This design comes from an exercise in tuning for small area on the open sky130 flow, not from production work. The RTL was checked by simulation tests, not by an equivalence proof against the original design. No activity file was given, so power comes from the tool's default toggle rates.

--- flow/config.mk ---
export PLATFORM = sky130hd
export DESIGN_NAME = i2c_controller
export DESIGN_NICKNAME = i2c_controller
export VERILOG_FILES = /design/flow/design.v
export SDC_FILE = /design/flow/constraint.sdc
export NUM_CORES = 4
export LEC_CHECK = 0
export CAP_MARGIN = 20
export CORE_MARGIN = 2
export CORE_UTILIZATION = 40
export PLACE_DENSITY = 0.6
export SLEW_MARGIN = 20
--- flow/constraint.sdc ---
create_clock -name core_clock -period 10.0 [get_ports {clk_i}]
set_input_delay 2.0000 -clock core_clock [delete_from_list [all_inputs] [get_ports {clk_i}]]
set_output_delay 2.0000 -clock core_clock [all_outputs]
set_load 0.01 [all_outputs]
--- flow/design.v ---
module i2c_controller #(
    parameter SCL_DIV = 60
)  (
    input clk_i,
    input reset_i,
    output sda_o,
    output scl_o,
    input sda_i,
    output [11:0] imem_addr_o,
    input [15:0] imem_data_i,
    output [11:0] read_tag_o,
    output [7:0] read_data_o,
    output read_data_valid_o,
    output nak_o,
    output nak_valid_o,
    output logic [5:0] trigger_o,
    input [5:0] trigger_i
);
    localparam CW = 6;   
    localparam [CW-1:0] C_LAST = SCL_DIV - 1;
    localparam [CW-1:0] C_FELL = 1;
    localparam [CW-1:0] C_ROSE = (SCL_DIV >> 1) + 1;
    localparam [CW-1:0] C_IDLE = (SCL_DIV >> 1) + 2;
    localparam [2:0] T_IDLE = 3'd0, T_ARMED = 3'd1, T_PRE = 3'd2, T_START = 3'd3,
                     T_TXRX = 3'd4, T_TREG = 3'd5, T_TRS = 3'd6, T_TSTOP = 3'd7;
    logic [CW-1:0] cnt;
    logic [2:0] tstate;
    logic [3:0] bit_addr;
    logic sda, scl, scn;
    logic mode;              
    logic [1:0] fec;         
    logic rdack;
    logic [7:0] wr;          
    logic [7:0] rd;          
    logic tx_ev;             
    logic ev_o;              
    wire fell = (cnt == C_FELL);
    wire rose = (cnt == C_ROSE);
    wire ready = (tstate[2:1] == 2'b00);
    assign sda_o = sda;
    assign scl_o = scl;
    assign read_data_o = rd;
    assign nak_o = wr[0];
    assign read_data_valid_o = ev_o & mode;
    assign nak_valid_o = ev_o & ~mode;
    localparam [2:0] C_FETCH = 3'd0, C_DECODE = 3'd1, C_XF = 3'd2, C_XE = 3'd3,
                     C_CB = 3'd4, C_WAIT = 3'd5;
    logic [2:0] cstate;
    logic [11:0] pc;
    logic [15:0] ir;
    logic [15:0] arg;
    logic zflag;
    logic hit;
    logic [11:0] read_tag;
    assign imem_addr_o = pc;
    assign read_tag_o = read_tag;
    wire [3:0] op = ir[15:12];
    wire dec = (cstate == C_DECODE);
    wire xe_go = (cstate == C_XE) && ready;
    wire last = (ir[7:0] == 8'd1);
    wire n_zero = (ir[7:0] == 8'd0);
    wire imem_zero = (imem_data_i == 16'd0);
    logic tick;
    always_comb begin
        tick = 1'b1;
        for (int i = 0; i < 15; i++)
            if (i < ir[11:8]) tick = tick & arg[i];
    end
    wire wait_done = n_zero | (last & tick);
    wire cb_ok = &((rd & arg[7:0]) | ~arg[7:0]) & &((~rd & arg[15:8]) | ~arg[15:8]);
    wire jrel = dec && (op == 4'b1001);
    wire jabs = (dec && (op == 4'b1000)) || ((cstate == C_CB) && !cb_ok);
    wire ld_arg = (dec && (op == 4'b1010) && ready) ||
                  ((cstate == C_XF) && !ir[13] && !ir[10]);
    wire pc_inc = (cstate == C_FETCH) || ld_arg;
    wire [11:0] pc_sum = pc + (jrel ? ir[11:0] : 12'd1);
    logic [15:0] ir_d;
    always_comb begin
        ir_d = ir;
        if (cstate == C_FETCH) ir_d = imem_data_i;
        else begin
            if (xe_go) ir_d[13] = ~ir[13];
            if ((xe_go && !n_zero) || ((cstate == C_WAIT) && tick)) ir_d[7:0] = ir[7:0] - 8'd1;
        end
    end
    wire set_tag = (cstate == C_FETCH) && (op == 4'b0001);
    always_ff @(posedge clk_i) begin
        ir <= ir_d;
        hit <= |(ir_d[5:0] & trigger_i) | |(ir_d[11:6] & ~trigger_i);
        ev_o <= tx_ev;
        if (jabs) pc <= ir[11:0];
        else if (pc_inc || jrel) pc <= pc_sum;
        if (ld_arg) begin
            arg <= imem_data_i;
            zflag <= imem_zero;
        end
        if (dec && (op == 4'b0100)) begin
            arg <= '0;
            zflag <= n_zero;
        end
        if (cstate == C_WAIT) arg[14:0] <= arg[14:0] + 15'd1;
        case (cstate)
            C_FETCH: cstate <= C_DECODE;
            C_DECODE: begin
                case (op)
                    4'b0000: cstate <= C_XF;
                    4'b0001: if (ready) cstate <= C_FETCH;
                    4'b0100: cstate <= zflag ? C_FETCH : C_WAIT;
                    4'b0101: if (hit) cstate <= C_FETCH;
                    4'b0110: begin
                        trigger_o <= ir[5:0];
                        cstate <= C_FETCH;
                    end
                    4'b1010: if (ready) cstate <= C_CB;
                    default: cstate <= C_FETCH;
                endcase
            end
            C_XF: cstate <= C_XE;
            C_XE: if (ready) cstate <= last ? C_FETCH : C_XF;
            C_CB: cstate <= C_FETCH;
            C_WAIT: if (wait_done) cstate <= C_FETCH;
            default: cstate <= C_FETCH;
        endcase
        if (!tx_ev) begin
            if (reset_i) read_tag <= '0;
            else if (set_tag) read_tag <= ir[11:0];
            else if (read_data_valid_o) read_tag <= read_tag + 12'd1;
        end
        if (reset_i) begin
            pc <= '0;
            cstate <= C_FETCH;
            trigger_o <= '0;
        end
    end
    always_ff @(posedge clk_i) begin
        cnt <= (cnt == C_LAST) ? '0 : cnt + 1'b1;
        tx_ev <= 1'b0;
        if (xe_go) begin
            mode <= ir[10];
            if (last) begin
                if (ir[9:8] != 2'b11) fec <= ir[9:8];
                rdack <= ~ir[11];
            end else begin
                fec <= 2'b00;
                rdack <= 1'b1;
            end
            wr <= ir[13] ? arg[7:0] : arg[15:8];
            tstate <= T_ARMED;
        end
        case (tstate)
            T_IDLE: scl <= scn;
            T_ARMED: begin
                scl <= scn;
                tstate <= T_PRE;
            end
            T_PRE: if (fell) tstate <= T_START;
            T_START: if (rose) begin
                sda <= 1'b0;
                tstate <= T_TXRX;
                bit_addr <= '0;
            end
            T_TXRX: begin
                if (fell) begin
                    scl <= 1'b0;
                    if (bit_addr[3]) sda <= ~(mode & rdack);
                    else sda <= mode | wr[7];
                    if (mode && (bit_addr == 4'd9)) tx_ev <= 1'b1;
                end
                if (rose) begin
                    if (bit_addr == 4'd9) begin
                        case (fec)
                            2'b00: tstate <= T_TREG;
                            2'b01: tstate <= T_TRS;
                            2'b10: tstate <= T_TSTOP;
                            default: ;
                        endcase
                        bit_addr <= '0;
                    end else begin
                        scl <= 1'b1;
                        bit_addr <= bit_addr + 1'b1;
                        if (!mode) wr <= {wr[6:0], sda_i};
                        else if (!bit_addr[3]) rd <= {rd[6:0], sda_i};
                        if (!mode && bit_addr[3]) tx_ev <= 1'b1;
                    end
                end
            end
            T_TREG: begin
                scl <= 1'b0;
                sda <= 1'b1;
                if (fell) bit_addr <= bit_addr + 1'b1;
                if ((cnt == C_IDLE) && bit_addr[0]) begin
                    scn <= 1'b0;
                    tstate <= T_IDLE;
                end
            end
            T_TRS: begin
                if (fell) begin
                    bit_addr <= bit_addr + 1'b1;
                    sda <= (bit_addr >= 4'd1);
                    scl <= (bit_addr >= 4'd2);
                end
                if (rose && (bit_addr == 4'd2)) begin
                    scn <= 1'b1;
                    tstate <= T_IDLE;
                end
            end
            T_TSTOP: begin
                if (fell) begin
                    bit_addr <= bit_addr + 1'b1;
                    if (bit_addr == 4'd0) scl <= 1'b0;
                    sda <= (bit_addr >= 4'd2);
                end
                if (rose) begin
                    scl <= 1'b1;
                    if (bit_addr == 4'd2) begin
                        scn <= 1'b1;
                        tstate <= T_IDLE;
                        sda <= 1'b1;
                    end
                end
            end
        endcase
        if (reset_i) begin
            cnt <= '0;
            tstate <= T_IDLE;
            sda <= 1'b1;
            scl <= 1'b1;
            scn <= 1'b1;
        end
    end
endmodule
--- flow/flow/run.sh ---
#!/bin/bash
# Standard ORFS layout (the standard.sh, unchanged synthesis and steps),
# with the port buffers made from the smallest buffer cell (buf_1) instead of
# the resizer's default choice. Every input and output port still gets its own
# buffer. The full make output goes to standard_flow.log in the work folder.
set -euo pipefail
export BUFFER_PORTS_ARGS="-buffer_cell sky130_fd_sc_hd__buf_1"
bash standard.sh finish > standard_flow.log 2>&1
--- flow/standard.sh ---
#!/bin/bash
# synth_recipe.tcl (not shown) runs the flow's synth.tcl, then flattens the netlist and writes it again
# the make line also repeats each setting of config.mk as NAME=value (left out here)
make -C /OpenROAD-flow-scripts/flow DESIGN_CONFIG=/design/flow/config.mk WORK_HOME=/design/flow/orfs CLKGATE_MAP_FILE= SYNTH_SCRIPT=/design/flow/synth_recipe.tcl "${@:-finish}"
==> results.cfg, run 1 <==
[timing]
holdWs_ns = 0.368
finClkSkew_ns = 0.00633
fmax_mhz = 230
fin_ws_ns = 5.66
slew_viol_final = 0
setup_viol = 0
fin_tns_setup_ns = 0
max-slew-margin-rel_pct = 35.3
tightest_slew_ns = 0.967
finalCritPeriodShare_pct = 43.4
hold_viol = 0
fin_crit_ns = 4.34
rsz0062_at_grt = false

[placed_design]
finalWeightedCongestion = 0.868
io_buffers = 67
placed_cell_area_um2 = 6840
post-place-ws_ns = 5.76
hpwlAfterDp_um = 12200

[global_route]
gr-total-overflow = 0
grt_max_degree = 42
grt_use_total_pct = 19.5
grt_pass1_wl_um = 27700
first_global_vias = 5360
antenna_found_initial = 0

[worst_setup_path]
r2r_end = pc[11]
slowest_delay_ns = 0.69
crit_type = register to register
rrSetupSlack_ns = 5.66
critical_path_buf_inv_count = 1
endpoint = pc[11]
r2r_cells = 14
path_depth = 14
cp-end-kind = register
crit_path_start = ir[13]
crit_fanout = 15
path_cells = nand2b_1 -> nor2_1 -> nand2_1 -> inv_1 -> ha_1 -> a211oi_1 -> o21ai_0 -> a31oi_1 -> o21bai_1 -> a21oi_1 -> o21a_1 -> mux2_2 -> a22oi_1 -> a21oi_1
crit_path_frequent_cell = a21oi_1
cp_top_family = compound AO/OA/AOI/OAI gates
cp_slowest_cell = nor2_1
required_ns = 10.20
r2r-start = ir[13]
startpoint_type = register
crit_arrival_ns = 4.54

[cts]
ctsResizeCount = 0
post_cts_buffers = 0
cts-root-buf = clkbuf_16
htree_levels = 3
cts_buffer_depth = 2
clk_pin_slew_ns = 0.07
cts.sinks = 105
cts_hold_buffers = 0
numCtsBuffers = 9
cts_tree = yes
clock_insertion_delay_worst_skew_ns = 0.35

[logic_synthesis]
synth-seq-cells = 105
synth-compound-area-share_pct = 17.8
netlist_instances = 745
synth.distinct_cells = 65
async_flop_share_pct = 0
yosys.area.top_type = edfxtp_1
yosysSeqAreaShare_pct = 39.9
synth.mux.area_fraction_pct = 5.61
syn-num-nets = 798
synth_edf_count = 48
syn_area_um2 = 6470
ys.flop_type = dfxtp_1
synth.area.top_cells = edfxtp_1 (22%), dfxtp_1 (18%), ha_1 (5.2%), nand2_1 (5.0%), nor2_1 (4.5%)
synth_simple_gate_area_share_pct = 21.2
synth_top_family_by_area = simple AND/OR/NAND/NOR gates
ys_warn_count = 1
synthTopCellsByCount = nand2_1 (86), nor2_1 (78), dfxtp_1 (57), edfxtp_1 (48), a21oi_1 (46)
synth_most_common_cell = nand2_1
avgSynthCellArea_um2 = 8.68
synth_adder_area_share_pct = 5.53
netlist.area_leader.share_pct = 22.3
synth_xor_area_share_pct = 5.69

[worst_hold_path]
holdPathStages = 0
min_path_type = register to register

[routing]
via_count = 5597
drt_first_iter_violations = 410
wl_met2_um = 7860
highest_layer = met4
post-route-drc-count = 0
met3_length_um = 685
drt_wl_total_um = 16900
routedLengthMet1_um = 7870
postRouteAntennaNets = 0
wl_per_cell_um = 16.8
post_drt_via_cell_ratio = 5.59
dr.pass1.iters = 5

[final_layout]
areaGrowthSynthToFinish_pct = 9.75
nFillCells = 1585
ff_latch_area_um2 = 2580
multi_input_area_um2 = 3620
final_nets = 833
drive_above_1_share_pct = 4.33
antenna_cells = 0
design_area_um2 = 7100

[power_and_ir_drop]
power_leakage_nw = 2.73
power.share.switching_pct = 30.2
p_seq_share_pct = 52.1
internal_power_mw = 0.731
comb_power_share_pct = 16.9
p_sw_mw = 0.316
power_density_nw_per_um2 = 148
ir_drop_mv = 0.0748
power_frac_clock_pct = 31.1

[floorplan]
rows = 46
core_um2 = 15800
initial_core_util_pct = 40.9
ioPinCount = 68
die-height_um = 131
die_area_um2 = 17200
fp.dieW_um = 131

[run]
max_cap_violations = 0

[status]
status = timing/DRC/antenna clean
-- power groups by stage --
stage / logic [mW] / clock network, mW / registers (mW)
after detailed placement: 0.175 / 0 / 0.555
after floorplan: 0.143 / 0 / 0.525
after global placement: 0.171 / 0 / 0.553
after global routing: 0.199 / 0.345 / 0.552
final: 0.176 / 0.325 / 0.545
after CTS: 0.176 / 0.333 / 0.545
-- layout by cell type (no fill, tap or decap), types with 24 or more instances in the layout --
| master | Yosys | routed |
|---|---|---|
| nor2_1 | 78 | 78 |
| nand2_1 | 86 | 86 |
| buf_1 | 1 | 66 |
| inv_1 | 24 | 24 |
| mux2i_1 | 25 | 25 |
| o21ai_0 | 41 | 41 |
| dfxtp_1 | 57 | 57 |
| a21oi_1 | 46 | 45 |
| edfxtp_1 | 48 | 48 |
| ha_1 | 27 | 27 |
| nand3_1 | 25 | 25 |
-- registers in the layout (all words and copies together) (netlist names), 2 cells and up --
signal and count:
arg 16, bit_addr 4, cnt 6, cstate 3, fec 2, ir 16, pc 12, rd 8
read_tag 12, trigger_o 6, tstate 3, wr 8
-- layout make-up --
class	instances	share of cell area, %
clock buffers	12	3.33
well taps	216	3.81
multi-input cells	569	51.0
clock inverters	4	0.317
flip-flops and latches	105	36.4
inverters	25	1.32
repair buffers	70	3.88
-- layer usage --
layer / global-route usage (%) / up-vias
li1: - / 2755
met1: 26.3 / 2665
met2: 31.5 / 148
met3: 2.47 / 29
met4: 8.39 / 0
met5: 0 / -
-- kinds of logic after synthesis --
kind of cell	after synthesis
flip-flops	105
AND/OR/NAND/NOR	282
AO/OA/AOI/OAI	182
multiplexers	35
XOR/XNOR	42
buffers and inverters	71
adder cells (fa/ha/maj)	28
-- worst register-to-register path: stages (launching register included) --
cell and delay (ns):
edfxtp_1 0.67, nand2b_1 0.35, nor2_1 0.69, nand2_1 0.23, inv_1 0.11, ha_1 0.24, a211oi_1 0.32, o21ai_0 0.15
a31oi_1 0.27, o21bai_1 0.10, a21oi_1 0.22, o21a_1 0.23, mux2_2 0.35, a22oi_1 0.17, a21oi_1 0.09
-- through the flow --
| step | power (mW) | util [%] | instances |
|---|---|---|---|
| 6_report | 1.05 | 44.8 | 1001 |
| 5_1_grt | 1.10 | 44.8 | 1001 |
| 4_1_cts | 1.05 | 44.8 | 1001 |
| 3_5_place_dp | 0.730 | 43.2 | 985 |
| 3_3_place_gp | 0.724 | 43.2 | 985 |
| 2_1_floorplan | 0.667 | - | 745 |
-- worst min path at each step --
stage / to / from / slack (ns)
finish: ev_o / tx_ev / 0.37
global placement: ev_o / tx_ev / 0.35
CTS: ev_o / tx_ev / 0.36
global route: ev_o / tx_ev / 0.38
floorplan: ev_o / tx_ev / 0.33
detailed placement: ev_o / tx_ev / 0.34
==> run 2: changes to the inputs <==
==> flow/run.sh (new file) <==
#!/bin/bash
# synth_recipe.tcl (not shown) runs the flow's synth.tcl, then flattens the netlist and writes it again
# the make line also repeats each setting of config.mk as NAME=value (left out here)
make -C /OpenROAD-flow-scripts/flow DESIGN_CONFIG=/design/flow/config.mk WORK_HOME=/design/flow/orfs CLKGATE_MAP_FILE= SYNTH_SCRIPT=/design/flow/synth_recipe.tcl finish
removed: flow/flow/run.sh
removed: flow/standard.sh
==> results.cfg, run 2 <==
[logic_synthesis]
synth_most_common_cell = nand2_1
ys.flop_type = dfxtp_1
netlist_instances = 745
avgSynthCellArea_um2 = 8.68
yosysSeqAreaShare_pct = 39.9
synth.area.top_cells = edfxtp_1 (22%), dfxtp_1 (18%), ha_1 (5.2%), nand2_1 (5.0%), nor2_1 (4.5%)
synth-seq-cells = 105
netlist.area_leader.share_pct = 22.3
syn_area_um2 = 6470
synth.distinct_cells = 65
syn-num-nets = 798
async_flop_share_pct = 0
synthTopCellsByCount = nand2_1 (86), nor2_1 (78), dfxtp_1 (57), edfxtp_1 (48), a21oi_1 (46)
ys_warn_count = 1
synth_edf_count = 48
yosys.area.top_type = edfxtp_1

[final_layout]
antenna_cells = 0
ff_latch_area_um2 = 2580
final_nets = 834
multi_input_area_um2 = 3620
final_cell_count_no_fill = 1002
layout_common_cells = nand2_1 (86), nor2_1 (78), clkdlybuf4s50_1 (67)
areaGrowthSynthToFinish_pct = 16.9
largestRegisters = arg (16), ir (16)
drive_above_1_share_pct = 4.33
nFillCells = 1487
final_common_cell = nand2_1

[cts]
post_cts_buffers = 0
clock_insertion_delay_worst_skew_ns = 0.35
ctsResizeCount = 0
clk_pin_slew_ns = 0.07
numCtsBuffers = 9
cts_buffer_depth = 2
cts-root-buf = clkbuf_16
cts_tree = yes
htree_levels = 3
cts.sinks = 105
cts_hold_buffers = 0

[timing]
fin_crit_ns = 4.17
rsz0062_at_grt = false
hold_viol = 0
max-slew-margin-rel_pct = 34.9
finClkSkew_ns = 0.0116
setup_viol = 0
tightest_slew_ns = 0.974
slew_viol_final = 0
holdWs_ns = 0.371
fin_tns_setup_ns = 0
fmax_mhz = 240
finalCritPeriodShare_pct = 41.7

[worst_setup_path]
required_ns = 10.21
crit_fanout = 15
cp_top_family = compound AO/OA/AOI/OAI gates
r2r_cells = 14
r2r_end = pc[11]
crit_path_frequent_cell = a21oi_1
cp_slowest_cell = edfxtp_1
path_cells = nand2b_1 -> nor2_1 -> nand2_1 -> inv_1 -> ha_1 -> a211oi_1 -> o21ai_0 -> a31oi_1 -> o21bai_1 -> a21oi_1 -> o21a_1 -> mux2_2 -> a22oi_1 -> a21oi_1
rrSetupSlack_ns = 5.83
startpoint_type = register
crit_arrival_ns = 4.38
crit_type = register to register
critical_path_buf_inv_count = 1
cp-end-kind = register
slowest_delay_ns = 0.66
r2r-start = ir[13]

[routing]
dr.pass1.iters = 5
postRouteAntennaNets = 0
via_count = 5614
drt_first_iter_violations = 488
drt_wl_total_um = 17000
wl_per_cell_um = 17.0
post-route-drc-count = 0
post_drt_via_cell_ratio = 5.60

[placed_design]
hpwlAfterDp_um = 12300
finalWeightedCongestion = 0.863
io_buffers = 67
dp.cells = 986

[power_and_ir_drop]
power_density_nw_per_um2 = 146
p_sw_mw = 0.316
power.share.switching_pct = 28.6
p_seq_share_pct = 49.5
power_frac_clock_pct = 32.7
internal_power_mw = 0.790
comb_power_share_pct = 17.8
power_leakage_nw = 2.92
p_total_mw = 1.11
ir_drop_mv = 0.0958

[global_route]
grt_pass1_wl_um = 27900
grt_max_degree = 42
antenna_found_initial = 0
gr-total-overflow = 0
grt_use_total_pct = 19.7
first_global_vias = 5467

[floorplan]
rows = 46
die-height_um = 131
core_um2 = 15800
die_area_um2 = 17200
initial_core_util_pct = 40.9
fp.dieW_um = 131
ioPinCount = 68

[worst_hold_path]
hp-start = tx_ev
holdPathStages = 0
min_to = ev_o
min_path_type = register to register

[status]
status = timing/DRC/antenna clean

[run]
max_cap_violations = 0
-- run 2: cell types whose count changed in the layout (fill, tap and decap cells not counted), sizes merged --
cell,previous run,this run
bufinv,0,1
clkdlybuf4s50,0,67
clkinvlp,1,0
clkinv,4,3
buf,69,4
-- run 2: final cells by class --
cell class,instances,share of cell area [%]
multi-input combinational,569,47.8
sequential,105,34.1
timing repair buffer,71,9.26
tap,216,3.57
clock buffer,13,3.44
inverter,25,1.24
clock inverter,3,0.513
-- run 2: worst max-delay path by stage --
stage / startpoint / endpoint / cells past startpoint
3_5_place_dp: reset_i / read_tag[3] / 4
3_3_place_gp: reset_i / read_tag[3] / 4
4_1_cts: ir[13] / pc[11] / 14
5_1_grt: cstate[0] / pc[11] / 16
6_report: ir[13] / pc[11] / 14
2_1_floorplan: reset_i / read_tag[0] / 4
-- run 2: routing by layer --
layer | part of all wire [%] | global-route usage (%)
met5 | 0 | 0
met4 | 2.6 | 8.15
met3 | 4.6 | 2.39
met2 | 47 | 32.1
met1 | 46 | 26.6
-- run 2: power by group through the flow --
stage / registers (mW) / clock network (mW) / logic, mW
finish: 0.547 / 0.362 / 0.197
global route: 0.553 / 0.387 / 0.220
CTS: 0.547 / 0.368 / 0.197
detailed placement: 0.556 / 0 / 0.196
global placement: 0.555 / 0 / 0.192
floorplan: 0.525 / 0 / 0.143
-- run 2: worst reg2reg max path, delay by kind of cell, from the launching register on --
kind,cells,cell delay (ns)
muxes,1,0.35
AOI/OAI and AO/OA,8,1.49
buffers and inverters,1,0.10
and+or+nand+nor,3,1.20
adders and majority gates,1,0.23
DFF,1,0.66
-- run 2: logic make-up after synthesis --
family          share of synthesized area (%)
mux                                      5.61
simple gates                             21.2
xor+xnor                                 5.69
buf+inv                                  4.28
compound gates                           17.8
fa+ha+maj                                5.53
flops                                    39.9
-- run 2: metrics by stage --
stage                     worst slack, ns  utilization (%)  area (um^2)
after floorplan                      6.45                -         6470
after global placement               5.79             45.8         7260
after detailed placement             5.75             45.9         7260
after CTS                            5.88             47.8         7560
after global routing                 5.41             47.8         7560
final                                5.83             47.8         7560
==> run 3: changes to the inputs <==
==> flow/flow/run.sh (new file) <==
#!/bin/bash
# Standard ORFS layout (the standard.sh, unchanged synthesis and steps) with:
#  - port buffers made from the smallest buffer cell (buf_1); every input and
#    output port still gets its own buffer;
#  - a smaller clock tree: clkbuf_8 leaf/root buffers, larger sink clusters,
#    no dummy loads.
# The full make output goes to standard_flow.log in the work folder.
set -euo pipefail
export BUFFER_PORTS_ARGS="-buffer_cell sky130_fd_sc_hd__buf_1"
export CTS_ARGS="-sink_clustering_enable -repair_clock_nets -buf_list sky130_fd_sc_hd__clkbuf_8 -sink_clustering_size 20 -sink_clustering_max_diameter 60 -dont_use_dummy_load"
bash standard.sh finish > standard_flow.log 2>&1
==> flow/standard.sh (new file) <==
#!/bin/bash
# synth_recipe.tcl (not shown) runs the flow's synth.tcl, then flattens the netlist and writes it again
# the make line also repeats each setting of config.mk as NAME=value (left out here)
make -C /OpenROAD-flow-scripts/flow DESIGN_CONFIG=/design/flow/config.mk WORK_HOME=/design/flow/orfs CLKGATE_MAP_FILE= SYNTH_SCRIPT=/design/flow/synth_recipe.tcl "${@:-finish}"
removed: flow/run.sh
==> results.cfg, run 3 <==
[worst_setup_path]
path_cells = nand2b_1 -> nor2_1 -> nand2_1 -> inv_1 -> ha_1 -> a211oi_1 -> o21ai_0 -> a31oi_1 -> o21bai_1 -> a21oi_1 -> o21a_1 -> mux2_2 -> a22oi_1 -> a21oi_1
r2r_end = pc[11]
crit_arrival_ns = 4.55
crit_path_start = ir[13]
slowest_delay_ns = 0.69
r2r-start = ir[13]
required_ns = 10.22
cp-end-kind = register
crit_fanout = 15
cp_top_family = compound AO/OA/AOI/OAI gates
endpoint = pc[11]
cp_slowest_cell = edfxtp_1
crit_path_frequent_cell = a21oi_1
critical_path_buf_inv_count = 1
startpoint_type = register
path_depth = 14
crit_type = register to register
rrSetupSlack_ns = 5.67
r2r_cells = 14

[worst_hold_path]
hp-start = tx_ev
min_path_type = register to register

[logic_synthesis]
synthTopCellsByCount = nand2_1 (86), nor2_1 (78), dfxtp_1 (57), edfxtp_1 (48), a21oi_1 (46)
synth_most_common_cell = nand2_1
syn-num-nets = 798
synth.distinct_cells = 65
avgSynthCellArea_um2 = 8.68
ys.flop_type = dfxtp_1
netlist_instances = 745
netlist.area_leader.share_pct = 22.3
synth.area.top_cells = edfxtp_1 (22%), dfxtp_1 (18%), ha_1 (5.2%), nand2_1 (5.0%), nor2_1 (4.5%)
yosysSeqAreaShare_pct = 39.9
syn_area_um2 = 6470
ys_warn_count = 1
synth-seq-cells = 105
synth_edf_count = 48
yosys.area.top_type = edfxtp_1
async_flop_share_pct = 0

[placed_design]
finalWeightedCongestion = 0.868
io_buffers = 67
hpwlAfterDp_um = 12200
post-place-ws_ns = 5.76

[timing]
hold_viol = 0
fin_tns_setup_ns = 0
setup_viol = 0
finalCritPeriodShare_pct = 43.3
fin_crit_ns = 4.33
max-slew-margin-rel_pct = 37.2
finClkSkew_ns = 0.0181
fin_ws_ns = 5.67
slew_viol_final = 0
fmax_mhz = 231
tightest_slew_ns = 0.940
rsz0062_at_grt = false

[global_route]
antenna_found_initial = 0
first_global_vias = 5349
grt_max_degree = 42
gr-total-overflow = 0
grt_pass1_wl_um = 27600
grt_use_total_pct = 19.4

[cts]
clk_pin_slew_ns = 0.09
cts_hold_buffers = 0
cts_tree = yes
numCtsBuffers = 9
htree_levels = 3
post_cts_buffers = 0
clock_insertion_delay_worst_skew_ns = 0.38
cts.sinks = 105
cts_buffer_depth = 2
ctsResizeCount = 0
cts-root-buf = clkbuf_8

[routing]
via_count = 5613
dr.pass1.iters = 5
post_drt_via_cell_ratio = 5.65
wl_per_cell_um = 16.8
drt_first_iter_violations = 393
drt_wl_total_um = 16700
postRouteAntennaNets = 0
post-route-drc-count = 0

[final_layout]
largestRegisters = arg (16), ir (16)
layout_common_cells = nand2_1 (86), nor2_1 (78), buf_1 (66)
antenna_cells = 0
final_common_cell = nand2_1
areaGrowthSynthToFinish_pct = 7.66
final_nets = 833
nFillCells = 1592
drive_above_1_share_pct = 3.86

[floorplan]
initial_core_util_pct = 40.9
die-height_um = 131
rows = 46
ioPinCount = 68
core_um2 = 15800
fp.dieW_um = 131
die_area_um2 = 17200

[status]
status = timing/DRC/antenna clean

[power_and_ir_drop]
ir_drop_mv = 0.0705
power_density_nw_per_um2 = 134
power_leakage_nw = 2.66
p_total_mw = 0.936

[run]
max_cap_violations = 0
==> run 3: cell counts after synthesis <==
Identical to the previous run, type by type.
==> run 3: area by class of cell <==
cell class	instances	area, um^2	area share [%]
flip-flops and latches	105	2580	37.1
well taps	216	270	3.88
clock buffers	9	124	1.78
multi-input cells	569	3620	51.9
repair buffers	70	275	3.95
inverters	25	93.8	1.35
==> run 3: how the worst min path moves through the flow <==
stage	endpoint	slack, ns	depth (start not counted)
after floorplan	ev_o	0.33	0
after global placement	ev_o	0.35	0
after detailed placement	ev_o	0.34	0
after CTS	ev_o	0.37	0
after global routing	ev_o	0.39	0
final	ev_o	0.37	0
==> run 3: power breakdown <==
| group | switching (mW) | total [mW] | internal (mW) |
|---|---|---|---|
| clock | 0.134 | 0.215 | 0.0812 |
| combinational | 0.102 | 0.176 | 0.0747 |
| sequential | 0.0568 | 0.545 | 0.488 |
| total | 0.292 | 0.936 | 0.644 |
==> run 3: routing by layer <==
metal | global-route usage [%] | wire length [um] | vias to the layer above
li1 | - | - | 2754
met1 | 26.1 | 7720 | 2673
met2 | 31.3 | 7790 | 153
met3 | 2.47 | 738 | 33
met4 | 8.94 | 492 | 0
met5 | 0 | 0 | -
==> run 3: kinds of logic (layout without fill, tap and decap cells) <==
logic type | Yosys count | after routing | synth area share (%)
AOI/OAI and AO/OA | 182 | 182 | 17.8
xor gates and xnor gates | 42 | 42 | 5.69
adders and majority gates | 28 | 28 | 5.53
buffers and inverters | 71 | 104 | 4.28
DFF | 105 | 105 | 39.9
muxes | 35 | 35 | 5.61
and+or+nand+nor | 282 | 282 | 21.2
==> run 3: per-stage QoR <==
stage          hold slack (ns)  utilization, %  area [um^2]  cells
2_1_floorplan            0.331               -         6470    745
3_3_place_gp             0.352            43.2         6830    985
3_5_place_dp             0.343            43.2         6840    985
4_1_cts                  0.367            44.0         6960    994
5_1_grt                  0.387            44.0         6960    994
6_report                 0.374            44.0         6960    994
==> run 4: changes to the inputs <==
--- a/flow/design.v
+++ b/flow/design.v
@@ -18,3 +18,3 @@
 );
-    localparam CW = 6;   
+    localparam CW = (SCL_DIV <= 64) ? 6 : 16;   
     localparam [CW-1:0] C_LAST = SCL_DIV - 1;
==> results.cfg, run 4 <==
[worst_hold_path]
hp-start = tx_ev
min_path_type = register to register
holdPathStages = 0
min_to = ev_o

[logic_synthesis]
netlist.area_leader.share_pct = 22.3
yosys.area.top_type = edfxtp_1
synthTopCellsByCount = nand2_1 (86), nor2_1 (78), dfxtp_1 (57), edfxtp_1 (48), a21oi_1 (46)
avgSynthCellArea_um2 = 8.68
netlist_instances = 745
async_flop_share_pct = 0
syn_area_um2 = 6470
synth_most_common_cell = nand2_1
syn-num-nets = 798
synth-seq-cells = 105
synth_edf_count = 48
synth.area.top_cells = edfxtp_1 (22%), dfxtp_1 (18%), ha_1 (5.2%), nand2_1 (5.0%), nor2_1 (4.5%)
synth.distinct_cells = 65
ys.flop_type = dfxtp_1
yosysSeqAreaShare_pct = 39.9
ys_warn_count = 1

[cts]
cts.sinks = 105
cts_hold_buffers = 0
numCtsBuffers = 9
clock_insertion_delay_worst_skew_ns = 0.38
ctsResizeCount = 0
cts-root-buf = clkbuf_8
htree_levels = 3
cts_tree = yes
cts_buffer_depth = 2
post_cts_buffers = 0
clk_pin_slew_ns = 0.09

[power_and_ir_drop]
power_density_nw_per_um2 = 134
p_total_mw = 0.936
ir_drop_mv = 0.0705
power_leakage_nw = 2.66

[routing]
drt_first_iter_violations = 393
drt_wl_total_um = 16700
dr.pass1.iters = 5
wl_per_cell_um = 16.8
via_count = 5613
post_drt_via_cell_ratio = 5.65
post-route-drc-count = 0
postRouteAntennaNets = 0

[global_route]
gr-total-overflow = 0
grt_max_degree = 42
grt_use_total_pct = 19.4
first_global_vias = 5349
grt_pass1_wl_um = 27600
antenna_found_initial = 0

[worst_setup_path]
crit_arrival_ns = 4.55
r2r_end = pc[11]
crit_path_start = ir[13]
rrSetupSlack_ns = 5.67
crit_path_frequent_cell = a21oi_1
crit_type = register to register
crit_fanout = 15
slowest_delay_ns = 0.69
critical_path_buf_inv_count = 1
startpoint_type = register
r2r-start = ir[13]
cp-end-kind = register
path_cells = nand2b_1 -> nor2_1 -> nand2_1 -> inv_1 -> ha_1 -> a211oi_1 -> o21ai_0 -> a31oi_1 -> o21bai_1 -> a21oi_1 -> o21a_1 -> mux2_2 -> a22oi_1 -> a21oi_1
r2r_cells = 14
required_ns = 10.22
cp_slowest_cell = edfxtp_1
cp_top_family = compound AO/OA/AOI/OAI gates

[floorplan]
initial_core_util_pct = 40.9
die_area_um2 = 17200
ioPinCount = 68
rows = 46
die-height_um = 131
fp.dieW_um = 131
core_um2 = 15800

[status]
status = timing/DRC/antenna clean

[placed_design]
hpwlAfterDp_um = 12200
finalWeightedCongestion = 0.868
io_buffers = 67
dp.cells = 985

[final_layout]
post-route-util_pct = 44.0
largestRegisters = arg (16), ir (16)
areaGrowthSynthToFinish_pct = 7.66
layout_common_cells = nand2_1 (86), nor2_1 (78), buf_1 (66)
multi_input_area_um2 = 3620
final_nets = 833
final_cell_count_no_fill = 994
final_common_cell = nand2_1
ff_latch_area_um2 = 2580
antenna_cells = 0
nFillCells = 1592
drive_above_1_share_pct = 3.86

[timing]
fin_tns_setup_ns = 0
hold_viol = 0
fin_crit_ns = 4.33
max-slew-margin-rel_pct = 37.2
rsz0062_at_grt = false
setup_viol = 0
tightest_slew_ns = 0.940
finalCritPeriodShare_pct = 43.3
fmax_mhz = 231
finClkSkew_ns = 0.0181
holdWs_ns = 0.374
slew_viol_final = 0

[run]
max_cap_violations = 0
run 4: cell counts in the layout (fill, tap and decap cells not counted):
Identical to the previous run, type by type.
run 4: cell families after synthesis:
logic type / Yosys count / synth area share (%)
and+or+nand+nor: 282 / 21.2
muxes: 35 / 5.61
buffers and inverters: 71 / 4.28
AOI/OAI and AO/OA: 182 / 17.8
DFF: 105 / 39.9
adders and majority gates: 28 / 5.53
xor gates and xnor gates: 42 / 5.69
run 4: power by group:
| part | total (mW) | leakage (nW) | switching, mW | internal, mW |
|---|---|---|---|---|
| clock | 0.215 | 0.0647 | 0.134 | 0.0812 |
| sequential | 0.545 | 0.917 | 0.0568 | 0.488 |
| combinational | 0.176 | 1.68 | 0.102 | 0.0747 |
| total | 0.936 | 2.66 | 0.292 | 0.644 |
run 4: area by class of cell:
cell class	instances	share of cell area, %
Clock buffer	9	1.78
Inverter	25	1.35
Multi-Input combinational cell	569	51.9
Sequential cell	105	37.1
Tap cell	216	3.88
Timing Repair Buffer	70	3.95
run 4: worst max path at each step:
stage	end	slack, ns	cells past startpoint
after CTS	pc[11]	5.74	14
after detailed placement	pc[11]	5.76	14
after global placement	read_tag[3]	5.95	3
after global routing	pc[11]	5.32	16
after floorplan	read_tag[0]	6.45	4
final	pc[11]	5.67	14
run 4: worst register-to-register path: cells and delay by family, from the launching register on:
family,cells,cell delay (ns)
AOI/OAI and AO/OA,8,1.55
DFF,1,0.69
adders and majority gates,1,0.24
and+or+nand+nor,3,1.24
buffers and inverters,1,0.11
muxes,1,0.35
run 4: per-stage QoR:
| step | instance area (um^2) | worst slack (ns) |
|---|---|---|
| floorplan | 6470 | 6.45 |
| global placement | 6830 | 5.95 |
| detailed placement | 6840 | 5.76 |
| CTS | 6960 | 5.74 |
| global route | 6960 | 5.32 |
| finish | 6960 | 5.67 |
run 4: layer usage:
layer | up-vias | track usage (%) | wire length [um]
li1 | 2754 | - | -
met1 | 2673 | 26.1 | 7720
met2 | 153 | 31.3 | 7790
met3 | 33 | 2.47 | 738
met4 | 0 | 8.94 | 492
met5 | - | 0 | 0
==> run 5: changes to the inputs <==
--- a/flow/design.v
+++ b/flow/design.v
@@ -18,3 +18,3 @@
 );
-    localparam CW = (SCL_DIV <= 64) ? 6 : 16;   
+    localparam CW = 6;   
     localparam [CW-1:0] C_LAST = SCL_DIV - 1;
--- a/flow/flow/run.sh
+++ b/flow/flow/run.sh
@@ -5,3 +5,5 @@
 #  - a smaller clock tree: clkbuf_8 leaf/root buffers, larger sink clusters,
-#    no dummy loads.
+#    no dummy loads;
+#  - power recovery after global routing (RECOVER_POWER), which downsizes
+#    cells on paths with timing slack to spare.
 # The full make output goes to standard_flow.log in the work folder.
@@ -10,2 +12,3 @@
 export CTS_ARGS="-sink_clustering_enable -repair_clock_nets -buf_list sky130_fd_sc_hd__clkbuf_8 -sink_clustering_size 20 -sink_clustering_max_diameter 60 -dont_use_dummy_load"
+export RECOVER_POWER=100
 bash standard.sh finish > standard_flow.log 2>&1
==> results.cfg, run 5 <==
[timing]
finClkSkew_ns = 0.0176
rsz0062_at_grt = false
fin_ws_ns = 5.58
setup_viol = 0
fin_tns_setup_ns = 0
holdWs_ns = 0.364
max-slew-margin-rel_pct = -27.6
hold_viol = 0
fin_crit_ns = 4.42
finalCritPeriodShare_pct = 44.2
fmax_mhz = 226
slew_viol_final = 42
tightest_slew_ns = 1.91

[logic_synthesis]
syn-num-nets = 798
netlist_instances = 745
synth.distinct_cells = 65
yosysSeqAreaShare_pct = 39.9
async_flop_share_pct = 0
synth_most_common_cell = nand2_1
syn_area_um2 = 6470
synth.area.top_cells = edfxtp_1 (22%), dfxtp_1 (18%), ha_1 (5.2%), nand2_1 (5.0%), nor2_1 (4.5%)
ys.flop_type = dfxtp_1
synth_edf_count = 48
synth-seq-cells = 105
yosys.area.top_type = edfxtp_1
netlist.area_leader.share_pct = 22.3
avgSynthCellArea_um2 = 8.68
synthTopCellsByCount = nand2_1 (86), nor2_1 (78), dfxtp_1 (57), edfxtp_1 (48), a21oi_1 (46)
ys_warn_count = 1

[status]
status = finished with violations
so.violations = max-capacitance violations, max-slew violations

[run]
max_cap_violations = 1

[floorplan]
fp.dieW_um = 131
rows = 46
die_area_um2 = 17200
die-height_um = 131
core_um2 = 15800
initial_core_util_pct = 40.9
ioPinCount = 68

[cts]
numCtsBuffers = 9
post_cts_buffers = 0
htree_levels = 3
cts_tree = yes
clock_insertion_delay_worst_skew_ns = 0.38
clk_pin_slew_ns = 0.09
cts-root-buf = clkbuf_8
ctsResizeCount = 0
cts_hold_buffers = 0
cts.sinks = 105
cts_buffer_depth = 2

[routing]
post_drt_via_cell_ratio = 5.66
postRouteAntennaNets = 0
drt_wl_total_um = 16700
dr.pass1.iters = 5
drt_first_iter_violations = 392
post-route-drc-count = 0
wl_per_cell_um = 16.8
via_count = 5622

[placed_design]
hpwlAfterDp_um = 12200
post-place-ws_ns = 5.76
placed_cell_area_um2 = 6840
finalWeightedCongestion = 0.868
io_buffers = 67
dp.cells = 985

[global_route]
antenna_found_initial = 0
grt_pass1_wl_um = 27600
grt_use_total_pct = 19.4
gr-total-overflow = 0
first_global_vias = 5349
grt_max_degree = 42

[power_and_ir_drop]
power_density_nw_per_um2 = 135
p_total_mw = 0.938
ir_drop_mv = 0.0709
power_leakage_nw = 2.65

[worst_setup_path]
crit_fanout = 41
rrSetupSlack_ns = 5.59
crit_type = primary input to register
required_ns = 10.00
crit_arrival_ns = 4.42
cp-end-kind = register
startpoint_type = primary input

[final_layout]
layout_common_cells = nand2_1 (86), nor2_1 (78), buf_1 (66)
largestRegisters = arg (16), ir (16)
areaGrowthSynthToFinish_pct = 7.37
final_common_cell = nand2_1
design_area_um2 = 6940
final_cell_count_no_fill = 994
post-route-util_pct = 43.9
drive_above_1_share_pct = 3.21
final_nets = 833
antenna_cells = 0

[worst_hold_path]
min_path_type = register to register
[run 5: cell counts after synthesis]
Identical to the previous run, type by type.
[run 5: worst max-delay path: stages]
cell and delay [ns]:
clkbuf_1 1.35, nor2_1 0.12, a21oi_1 0.94
[run 5: path summary, 6_finish.rpt]
| path | end | start | cells after the start |
|---|---|---|---|
| worst max register to register | pc[11] | ir[13] | 14 |
| worst min register to register | ev_o | tx_ev | 0 |
| worst min-delay path | ev_o | tx_ev | 0 |
| worst max-delay path | read_tag[0] | reset_i | 3 |
[run 5: area by class of cell]
cell class,count,area [um^2]
clock buffers,9,124
fillers,1596,8880
inverters,25,93.8
multi-input cells,569,3600
flip-flops and latches,105,2580
well taps,216,270
repair buffers,70,270
[run 5: power by group]
part	switching, mW	internal, mW
registers	0.0571	0.488
logic	0.101	0.0746
clock network	0.136	0.0812
[run 5: logic make-up (layout without fill, tap and decap cells)]
logic type,Yosys count,in the layout,synth area share (%)
simple gates,282,282,21.2
compound gates,182,182,17.8
flops,105,105,39.9
buf+inv,71,104,4.28
xor+xnor,42,42,5.69
mux,35,35,5.61
fa+ha+maj,28,28,5.53
[run 5: per-layer routing]
metal  global-route usage (%)  share of wire, %
met1                     26.1                46
met2                     31.3                47
met3                     2.47               4.8
met4                     8.94               2.5
met5                        0                 0
==> run 6: changes to the inputs <==
--- a/flow/config.mk
+++ b/flow/config.mk
@@ -9,4 +9,4 @@
 export CORE_MARGIN = 2
-export CORE_UTILIZATION = 40
-export PLACE_DENSITY = 0.6
+export CORE_UTILIZATION = 60
+export PLACE_DENSITY = 0.7
 export SLEW_MARGIN = 20
==> results.cfg, run 6 <==
[placed_design]
post-place-ws_ns = 5.81
hpwlAfterDp_um = 11400
dp.cells = 906
finalWeightedCongestion = 0.918
placed_cell_area_um2 = 6740
io_buffers = 67

[worst_setup_path]
r2r_end = pc[11]
startpoint_type = primary input
crit_arrival_ns = 4.37
r2r-start = ir[13]
crit_type = primary input to register
path_cells = clkbuf_1 -> nor2_1 -> a21oi_1
rrSetupSlack_ns = 5.74
required_ns = 10.00
cp_slowest_cell = clkbuf_1
crit_fanout = 41
critical_path_buf_inv_count = 1
r2r_cells = 14
slowest_delay_ns = 1.27
cp-end-kind = register
cp_top_family = buffers and inverters

[cts]
post_cts_buffers = 0
numCtsBuffers = 9
cts-root-buf = clkbuf_8
cts_buffer_depth = 2
clock_insertion_delay_worst_skew_ns = 0.39
htree_levels = 3
cts_tree = yes
cts.sinks = 105
cts_hold_buffers = 0
ctsResizeCount = 0
clk_pin_slew_ns = 0.09

[routing]
drt_first_iter_violations = 462
post-route-drc-count = 0
post_drt_via_cell_ratio = 6.15
dr.pass1.iters = 5
wl_per_cell_um = 17.4
postRouteAntennaNets = 0
via_count = 5628
drt_wl_total_um = 15900

[final_layout]
final_cell_count_no_fill = 915
post-route-util_pct = 65.8
drive_above_1_share_pct = 3.08
largestRegisters = arg (16), ir (16)
antenna_cells = 0
final_common_cell = nand2_1
design_area_um2 = 6850
areaGrowthSynthToFinish_pct = 5.94
final_nets = 834
layout_common_cells = nand2_1 (86), nor2_1 (78), buf_1 (64)
nFillCells = 913

[timing]
max-slew-margin-rel_pct = -20.7
rsz0062_at_grt = false
finClkSkew_ns = 0.0325
setup_viol = 0
holdWs_ns = 0.350
fin_tns_setup_ns = 0
slew_viol_final = 42
hold_viol = 0
fin_ws_ns = 5.63
finalCritPeriodShare_pct = 43.7
fmax_mhz = 229
tightest_slew_ns = 1.81
fin_crit_ns = 4.37

[worst_hold_path]
holdPathStages = 0
hp-start = tx_ev
min_to = ev_o
min_path_type = register to register

[global_route]
grt_pass1_wl_um = 25400
gr-total-overflow = 0
grt_max_degree = 42
grt_use_total_pct = 28.1
antenna_found_initial = 0
first_global_vias = 5183

[floorplan]
die-height_um = 108
ioPinCount = 68
core_um2 = 10400
initial_core_util_pct = 62.1
rows = 37
die_area_um2 = 11600
fp.dieW_um = 108

[logic_synthesis]
syn-num-nets = 798
synth.distinct_cells = 65
synth.area.top_cells = edfxtp_1 (22%), dfxtp_1 (18%), ha_1 (5.2%), nand2_1 (5.0%), nor2_1 (4.5%)
synth_edf_count = 48
ys_warn_count = 1
ys.flop_type = dfxtp_1
synth_most_common_cell = nand2_1
yosys.area.top_type = edfxtp_1
synthTopCellsByCount = nand2_1 (86), nor2_1 (78), dfxtp_1 (57), edfxtp_1 (48), a21oi_1 (46)
async_flop_share_pct = 0
netlist_instances = 745
yosysSeqAreaShare_pct = 39.9
netlist.area_leader.share_pct = 22.3
synth-seq-cells = 105
syn_area_um2 = 6470
avgSynthCellArea_um2 = 8.68

[status]
status = finished with violations
so.violations = max-capacitance violations, max-slew violations

[power_and_ir_drop]
p_sw_mw = 0.293
p_total_mw = 0.937
p_seq_share_pct = 58.3
power.share.switching_pct = 31.3
power_frac_clock_pct = 23.0
internal_power_mw = 0.644
comb_power_share_pct = 18.7
power_leakage_nw = 2.65
ir_drop_mv = 0.134
power_density_nw_per_um2 = 137

[run]
max_cap_violations = 1
==> run 6: worst max path at each step <==
| stage | start | depth (start not counted) | slack, ns | endpoint |
|---|---|---|---|---|
| 2_1_floorplan | reset_i | 4 | 6.45 | read_tag[0] |
| 3_3_place_gp | reset_i | 3 | 5.94 | read_tag[0] |
| 3_5_place_dp | reset_i | 3 | 5.81 | read_tag[0] |
| 4_1_cts | ir[13] | 14 | 5.79 | pc[11] |
| 5_1_grt | reset_i | 3 | 5.31 | read_tag[2] |
| 6_report | reset_i | 3 | 5.63 | read_tag[9] |
==> run 6: logic make-up after synthesis <==
group	count (synthesis)	share of synthesized area [%]
AOI/OAI and AO/OA	182	17.8
muxes	35	5.61
DFF	105	39.9
xor gates and xnor gates	42	5.69
and+or+nand+nor	282	21.2
adders and majority gates	28	5.53
buffers and inverters	71	4.28
==> run 6: power groups by stage <==
stage	Sequential, mW	Combinational [mW]	Clock (mW)
floorplan	0.525	0.143	0
global placement	0.553	0.169	0
detailed placement	0.555	0.174	0
CTS	0.545	0.175	0.221
global route	0.551	0.195	0.236
finish	0.546	0.175	0.216
==> run 6: routing by layer <==
layer  global-route usage, %  part of all wire [%]  up-vias
met4                    11.2                   2.2        0
met2                    45.3                    48      200
met1                    36.9                    44     2656
li1                        -                     -     2747
met3                    5.93                   6.1       25
met5                       0                     0        -
==> run 6: layout make-up <==
class                           count  area (um^2)  area share [%]
Clock buffer                        9          124            1.81
Inverter                           25         93.8            1.37
Multi-Input combinational cell    569         3600            52.6
Sequential cell                   105         2580            37.7
Tap cell                          136          170            2.48
Timing Repair Buffer               71          278            4.05
==> run 7: changes to the inputs <==
--- a/flow/design.v
+++ b/flow/design.v
@@ -18,3 +18,3 @@
 );
-    localparam CW = 6;   
+    localparam CW = (SCL_DIV <= 64) ? 6 : 16;   
     localparam [CW-1:0] C_LAST = SCL_DIV - 1;
==> flow/flow/run.sh (replaced) <==
#!/bin/bash
# Standard ORFS layout (the standard.sh and its synthesis script) with:
#  - ABC mapping for area (flow/synth.tcl wraps synth_recipe.tcl and swaps in
#    flow/abc_area.script); registers are untouched;
#  - port buffers made from the smallest buffer cell (buf_1); every input and
#    output port still gets its own buffer;
#  - a smaller clock tree: clkbuf_8 buffers, sink clusters of up to 20 flops,
#    no dummy loads.
# The full make output goes to standard_flow.log in the work folder.
set -euo pipefail
export FLOW_WORK="$PWD"
export FLOW_ABC_SCRIPT="$PWD/flow/abc_area.script"
export BUFFER_PORTS_ARGS="-buffer_cell sky130_fd_sc_hd__buf_1"
export CTS_ARGS="-sink_clustering_enable -repair_clock_nets -buf_list sky130_fd_sc_hd__clkbuf_8 -sink_clustering_size 20 -sink_clustering_max_diameter 60 -dont_use_dummy_load"
bash standard.sh "SYNTH_SCRIPT=$PWD/flow/synth.tcl" finish > standard_flow.log 2>&1
==> flow/flow/abc_area.script (new file) <==
&get -n
&st
&dch
&nf -R 1000
&put
==> flow/flow/synth.tcl (new file) <==
# The standard synthesis (synth_recipe.tcl in the work folder, run unchanged),
# with ABC's combinational mapping done by flow/abc_area.script (choice
# computation, then area-recovering mapping) instead of ORFS's delay-oriented
# abc_speed.script. Flip-flops are mapped before ABC runs, so the registers,
# their names and cell types are those of the standard synthesis.
proc abc {args} {
  set i [lsearch $args -script]
  if {$i >= 0} {
    set args [lreplace $args [expr {$i + 1}] [expr {$i + 1}] $::env(FLOW_ABC_SCRIPT)]
  }
  yosys abc {*}$args
}
source $::env(FLOW_WORK)/synth_recipe.tcl
--- a/flow/config.mk
+++ b/flow/config.mk
@@ -9,4 +9,4 @@
 export CORE_MARGIN = 2
-export CORE_UTILIZATION = 60
-export PLACE_DENSITY = 0.7
+export CORE_UTILIZATION = 40
+export PLACE_DENSITY = 0.6
 export SLEW_MARGIN = 20
==> results.cfg, run 7 <==
[global_route]
grt_max_degree = 42
first_global_vias = 5090
grt_pass1_wl_um = 25200
antenna_found_initial = 0
gr-total-overflow = 0
grt_use_total_pct = 19.8

[logic_synthesis]
ys_warn_count = 1
synth_most_common_cell = nor2_1
synth_xor_area_share_pct = 5.93
synth_edf_count = 48
synth_simple_gate_area_share_pct = 21.3
synth.mux.area_fraction_pct = 2.03
syn_area_um2 = 5910
synth-seq-cells = 105
synth_adder_area_share_pct = 6.06
syn-num-nets = 720
yosys.area.top_type = edfxtp_1
ys.flop_type = dfxtp_1
synth-compound-area-share_pct = 18.7
yosysSeqAreaShare_pct = 43.7
netlist_instances = 667
async_flop_share_pct = 0
synth_top_family_by_area = simple AND/OR/NAND/NOR gates
synth.area.top_cells = edfxtp_1 (24%), dfxtp_1 (19%), ha_1 (5.7%), nor2_1 (5.0%), a21oi_1 (4.7%)
synth.distinct_cells = 48
avgSynthCellArea_um2 = 8.86
netlist.area_leader.share_pct = 24.4
synthTopCellsByCount = nor2_1 (78), nand2_1 (73), dfxtp_1 (57), a21oi_1 (55), edfxtp_1 (48)

[floorplan]
die_area_um2 = 15800
fp.dieW_um = 126
ioPinCount = 68
initial_core_util_pct = 40.8
rows = 44
die-height_um = 126
core_um2 = 14500

[cts]
clock_insertion_delay_worst_skew_ns = 0.38
cts_tree = yes
cts_hold_buffers = 0
numCtsBuffers = 9
ctsResizeCount = 0
cts.sinks = 105
cts-root-buf = clkbuf_8
clk_pin_slew_ns = 0.10
cts_buffer_depth = 2
post_cts_buffers = 0
htree_levels = 3

[routing]
drt_first_iter_violations = 384
via_count = 5309
dr.pass1.iters = 6
wl_per_cell_um = 16.5
post-route-drc-count = 0
postRouteAntennaNets = 0
drt_wl_total_um = 15400
post_drt_via_cell_ratio = 5.71

[timing]
slew_viol_final = 0
fin_ws_ns = 6.45
max-slew-margin-rel_pct = 39.5
finClkSkew_ns = 0.0227
hold_viol = 0
fin_crit_ns = 3.55
tightest_slew_ns = 0.907
fmax_mhz = 282
setup_viol = 0
fin_tns_setup_ns = 0
finalCritPeriodShare_pct = 35.5
rsz0062_at_grt = false

[worst_setup_path]
crit_arrival_ns = 3.78
path_cells = nand2b_1 -> nor3_1 -> buf_4 -> and2_0 -> ha_1 -> a21oi_1 -> nand2_1 -> nand3_1 -> nand2_1 -> a31oi_1 -> o21ai_0 -> a21o_1 -> a21oi_1 -> nand2_1 -> o211ai_1 -> a21oi_1
crit_type = register to register
crit_fanout = 13
cp_slowest_cell = edfxtp_1
startpoint_type = register
cp-end-kind = register
slowest_delay_ns = 0.64
required_ns = 10.23
rrSetupSlack_ns = 6.45

[placed_design]
post-place-ws_ns = 5.89
hpwlAfterDp_um = 11300
finalWeightedCongestion = 0.916
io_buffers = 67

[final_layout]
antenna_cells = 0
final_nets = 801
drive_above_1_share_pct = 2.01
largestRegisters = arg (16), ir (16)
final_common_cell = nor2_1
areaGrowthSynthToFinish_pct = 11.0
layout_common_cells = nor2_1 (78), nand2_1 (73), buf_1 (66)

[power_and_ir_drop]
ir_drop_mv = 0.0669
power_leakage_nw = 2.34
power_density_nw_per_um2 = 140

[worst_hold_path]
min_path_type = register to register

[run]
max_cap_violations = 0

[status]
status = timing/DRC/antenna clean
==> run 7: changes by cell type in the layout (fill, tap and decap cells not counted), moves of 10 or more <==
cell	previous run	this run
inv_1	24	0
and2_1	10	0
clkinv_1	1	36
mux2i_1	25	12
o22ai_1	14	4
nor3_1	6	19
nand2_1	86	73
and2_0	2	12
==> run 7: path summary, 6_finish.rpt <==
| kind | endpoint | cells past startpoint | startpoint |
|---|---|---|---|
| worst min-delay path | ev_o | 0 | tx_ev |
| worst max-delay path | pc[11] | 16 | ir[13] |
| worst max register to register | pc[11] | 16 | ir[13] |
| worst min register to register | ev_o | 0 | tx_ev |
==> run 7: area by class of cell <==
type	count	area (um^2)
fill	1429	7920
multi-input combinational	526	3210
sequential	105	2580
timing repair buffer	70	275
tap	184	230
inverter	36	135
clock buffer	9	124
==> run 7: worst max-delay path, delay by kind of cell (launching register included) <==
kind                       cells  cell delay (ns)
and+or+nand+nor                7             1.01
adders and majority gates      1             0.27
buffers and inverters          1             0.22
DFF                            1             0.64
AOI/OAI and AO/OA              7             1.24
==> run 7: metrics by stage <==
| step | utilization (%) | instance area [um^2] | hold WS (ns) | std cells | power [mW] |
|---|---|---|---|---|---|
| global route | 45.3 | 6560 | 0.385 | 930 | 0.972 |
| floorplan | - | 5910 | 0.331 | 667 | 0.650 |
| CTS | 45.2 | 6540 | 0.361 | 930 | 0.928 |
| finish | 45.3 | 6560 | 0.368 | 930 | 0.920 |
| global placement | 44.3 | 6420 | 0.347 | 921 | 0.711 |
| detailed placement | 44.3 | 6420 | 0.347 | 921 | 0.716 |
==> run 7: metal layers <==
metal / track usage, % / routed length (um) / up-vias
li1: - / - / 2602
met1: 26.6 / 6970 / 2504
met2: 31.6 / 7310 / 181
met3: 2.87 / 792 / 22
met4: 8.82 / 293 / 0
met5: 0 / 0 / -
==> run 7: cell families (layout without fill, tap and decap cells) <==
| logic type | after synthesis | count (layout) |
|---|---|---|
| and+or+nand+nor | 268 | 268 |
| buffers and inverters | 36 | 115 |
| muxes | 12 | 12 |
| AOI/OAI and AO/OA | 178 | 178 |
| adders and majority gates | 28 | 28 |
| DFF | 105 | 105 |
| xor gates and xnor gates | 40 | 40 |
==> run 7: power by group <==
group / internal [mW] / leakage (nW) / switching (mW)
sequential: 0.493 / 0.920 / 0.0583
combinational: 0.0643 / 1.35 / 0.0907
clock: 0.0811 / 0.0647 / 0.133
total: 0.639 / 2.34 / 0.282
==> run 8: changes to the inputs <==
--- a/flow/design.v
+++ b/flow/design.v
@@ -132,2 +132,3 @@
             trigger_o <= '0;
+            ir[12] <= 1'b0;
         end
==> results.cfg, run 8 <==
[timing]
rsz0062_at_grt = false
finalCritPeriodShare_pct = 35.9
fmax_mhz = 278
setup_viol = 0
tightest_slew_ns = 0.914
finClkSkew_ns = 0.0182
slew_viol_final = 0
fin_crit_ns = 3.59
fin_tns_setup_ns = 0
max-slew-margin-rel_pct = 38.8
hold_viol = 0

[final_layout]
nFillCells = 1440
areaGrowthSynthToFinish_pct = 11.5
final_common_cell = nor2_1
final_nets = 808
largestRegisters = arg (16), ir (16)
design_area_um2 = 6590
layout_common_cells = nor2_1 (74), nand2_1 (71), buf_1 (66)
multi_input_area_um2 = 3220
antenna_cells = 0
drive_above_1_share_pct = 2.52
ff_latch_area_um2 = 2570

[logic_synthesis]
ys.flop_type = dfxtp_1
ys_warn_count = 1
yosysSeqAreaShare_pct = 43.5
netlist_instances = 670
syn-num-nets = 723
synthTopCellsByCount = nor2_1 (74), nand2_1 (71), dfxtp_1 (58), a21oi_1 (57), edfxtp_1 (47)
synth-seq-cells = 105
syn_area_um2 = 5910
avgSynthCellArea_um2 = 8.83
netlist.area_leader.share_pct = 23.9
async_flop_share_pct = 0
yosys.area.top_type = edfxtp_1
synth_edf_count = 47
synth.distinct_cells = 51
synth_most_common_cell = nor2_1
synth.area.top_cells = edfxtp_1 (24%), dfxtp_1 (20%), ha_1 (5.7%), a21oi_1 (4.8%), nor2_1 (4.7%)

[global_route]
met1_usage_pct = 28.8
antenna_found_initial = 0
grt_max_degree = 44
grt_pass1_wl_um = 26200
first_global_vias = 5077
grt_use_met3_pct = 2.57
use_met2_pct = 32.3
grt_use_total_pct = 20.5
gr-total-overflow = 0
grt_busiest_layer = met2

[routing]
postRouteAntennaNets = 0
post-route-drc-count = 0
post_drt_via_cell_ratio = 5.77
dr.pass1.iters = 6
drt_wl_total_um = 16000
wl_per_cell_um = 17.0
drt_first_iter_violations = 551
via_count = 5404

[placed_design]
io_buffers = 67
placed_cell_area_um2 = 6460
hpwlAfterDp_um = 11600
finalWeightedCongestion = 0.927

[floorplan]
die_area_um2 = 15800
initial_core_util_pct = 40.8
die-height_um = 126
fp.dieW_um = 126
core_um2 = 14500
rows = 44
ioPinCount = 68

[cts]
ctsResizeCount = 0
numCtsBuffers = 9
htree_levels = 3
post_cts_buffers = 0
clk_pin_slew_ns = 0.09
clock_insertion_delay_worst_skew_ns = 0.38
cts_buffer_depth = 2
cts.sinks = 105
cts_hold_buffers = 0
cts-root-buf = clkbuf_8
cts_tree = yes

[power_and_ir_drop]
power_density_nw_per_um2 = 153
ir_drop_mv = 0.0737
power_leakage_nw = 2.33

[worst_setup_path]
required_ns = 10.25
r2r_cells = 17
crit_type = register to register
startpoint_type = register
crit_arrival_ns = 3.84
cp-end-kind = register
crit_fanout = 15

[run]
max_cap_violations = 0

[status]
status = timing/DRC/antenna clean

[worst_hold_path]
min_path_type = register to register
holdPathStages = 0
[run 8: cell types whose count changed in the layout (fill, tap and decap cells not counted), sizes merged, moves of 3 or more]
cell,change
a22oi,-4
xor2,-3
nor2,-4
or3,+5
o22ai,+3
buf,+4
[run 8: worst paths after layout]
check,from,to,slack (ns)
worst min register to register,tx_ev,ev_o,0.37
worst max register to register,ir[13],pc[10],6.41
worst min-delay path,tx_ev,ev_o,0.37
worst max-delay path,ir[13],pc[10],6.41
[run 8: power by group]
part           internal (mW)  switching, mW
sequential             0.507         0.0773
combinational         0.0834          0.126
clock                 0.0812          0.136
[run 8: kinds of logic (layout without fill, tap and decap cells)]
kind of cell / Yosys count / in the layout / synth area share, %
xor+xnor: 36 / 36 / 5.33
compound gates: 183 / 183 / 19.1
mux: 12 / 12 / 2.03
buf+inv: 37 / 120 / 2.35
simple gates: 269 / 269 / 21.6
fa+ha+maj: 28 / 28 / 6.05
flops: 105 / 105 / 43.5
[run 8: routing by layer]
metal,wire length (um),part of all wire (%),up-vias
li1,-,-,2638
met1,7390,46,2564
met2,7370,46,174
met3,866,5.4,28
met4,340,2.1,0
met5,0,0,-
[run 8: stage by stage]
| step | setup WS (ns) | power, mW | util, % | std cells | hold WS (ns) |
|---|---|---|---|---|---|
| after detailed placement | 6.05 | 0.801 | 44.6 | 928 | 0.339 |
| after CTS | 6.41 | 1.01 | 45.4 | 937 | 0.364 |
| final | 6.41 | 1.01 | 45.5 | 937 | 0.372 |
| after floorplan | 6.57 | 0.714 | - | 670 | 0.331 |
| after global routing | 6.09 | 1.07 | 45.5 | 937 | 0.377 |
| after global placement | 6.13 | 0.794 | 44.6 | 928 | 0.357 |
[run 8: final cells by class]
class	count	area share [%]
tap	184	3.49
clock buffer	9	1.88
inverter	37	2.11
timing repair buffer	74	4.63
multi-input combinational	528	48.9
sequential	105	39.0
[run 8: worst max-delay path, stage by stage (launching register included)]
cell and delay, ns:
edfxtp_1 0.76, nand2b_1 0.28, nor3_1 0.08, buf_4 0.18, nand2_1 0.08, ha_1 0.17
clkinv_1 0.08, fa_1 0.40, o21ai_0 0.31, a21oi_1 0.12, o21bai_1 0.20, nand3_1 0.10
nand2_1 0.11, a21o_1 0.12, a21oi_1 0.07, xnor2_1 0.12, a22oi_1 0.18, a21oi_1 0.08

==> what the ideal ports hide <==
No port has a modelled driver above. Below, the same layouts with a new extraction and two added sets of constraints.
Step 1: set_driving_cell puts a clkbuf_16 on clk_i and a buf_2 on each other input, an assumption about the parent block.
Step 2 also shifts input and output timing later by t, the mid clock arrival at the registers, as if the neighbouring blocks saw the same clock.
Three values: ideal ports, drivers, drivers and shift; two values: the first two.
| run | shift t [ns] | setup slack, ns | latest minus earliest clock arrival (ns) | worst register clock-pin slew, ns | worst data-port slew with drivers (ns) |
|---|---|---|---|---|---|
| run 1 | 0.388 | 5.657 / 5.657 / 5.657 | 0.007 / 0.007 | 0.07 / 0.07 | 0.04 |
| run 2 | 0.387 | 5.832 / 5.832 / 5.832 | 0.011 / 0.012 | 0.07 / 0.07 | 0.04 |
| run 3 | 0.408 | 5.672 / 5.672 / 5.672 | 0.019 / 0.019 | 0.09 / 0.09 | 0.04 |
| run 4 | 0.408 | 5.672 / 5.672 / 5.672 | 0.019 / 0.019 | 0.09 / 0.09 | 0.04 |
| run 5 | 0.412 | 5.576 / 5.577 / 5.165 | 0.020 / 0.020 | 0.10 / 0.10 | 0.04 |
| run 6 | 0.416 | 5.627 / 5.629 / 5.212 | 0.033 / 0.033 | 0.11 / 0.11 | 0.03 |
| run 7 | 0.412 | 6.451 / 6.452 / 6.188 | 0.023 / 0.023 | 0.10 / 0.10 | 0.03 |
| run 8 | 0.408 | 6.407 / 6.407 / 6.404 | 0.018 / 0.018 | 0.10 / 0.10 | 0.03 |
The setup slack of run 6, which loses most, moves by +0.002 ns with the drivers and by -0.415 ns with both steps.
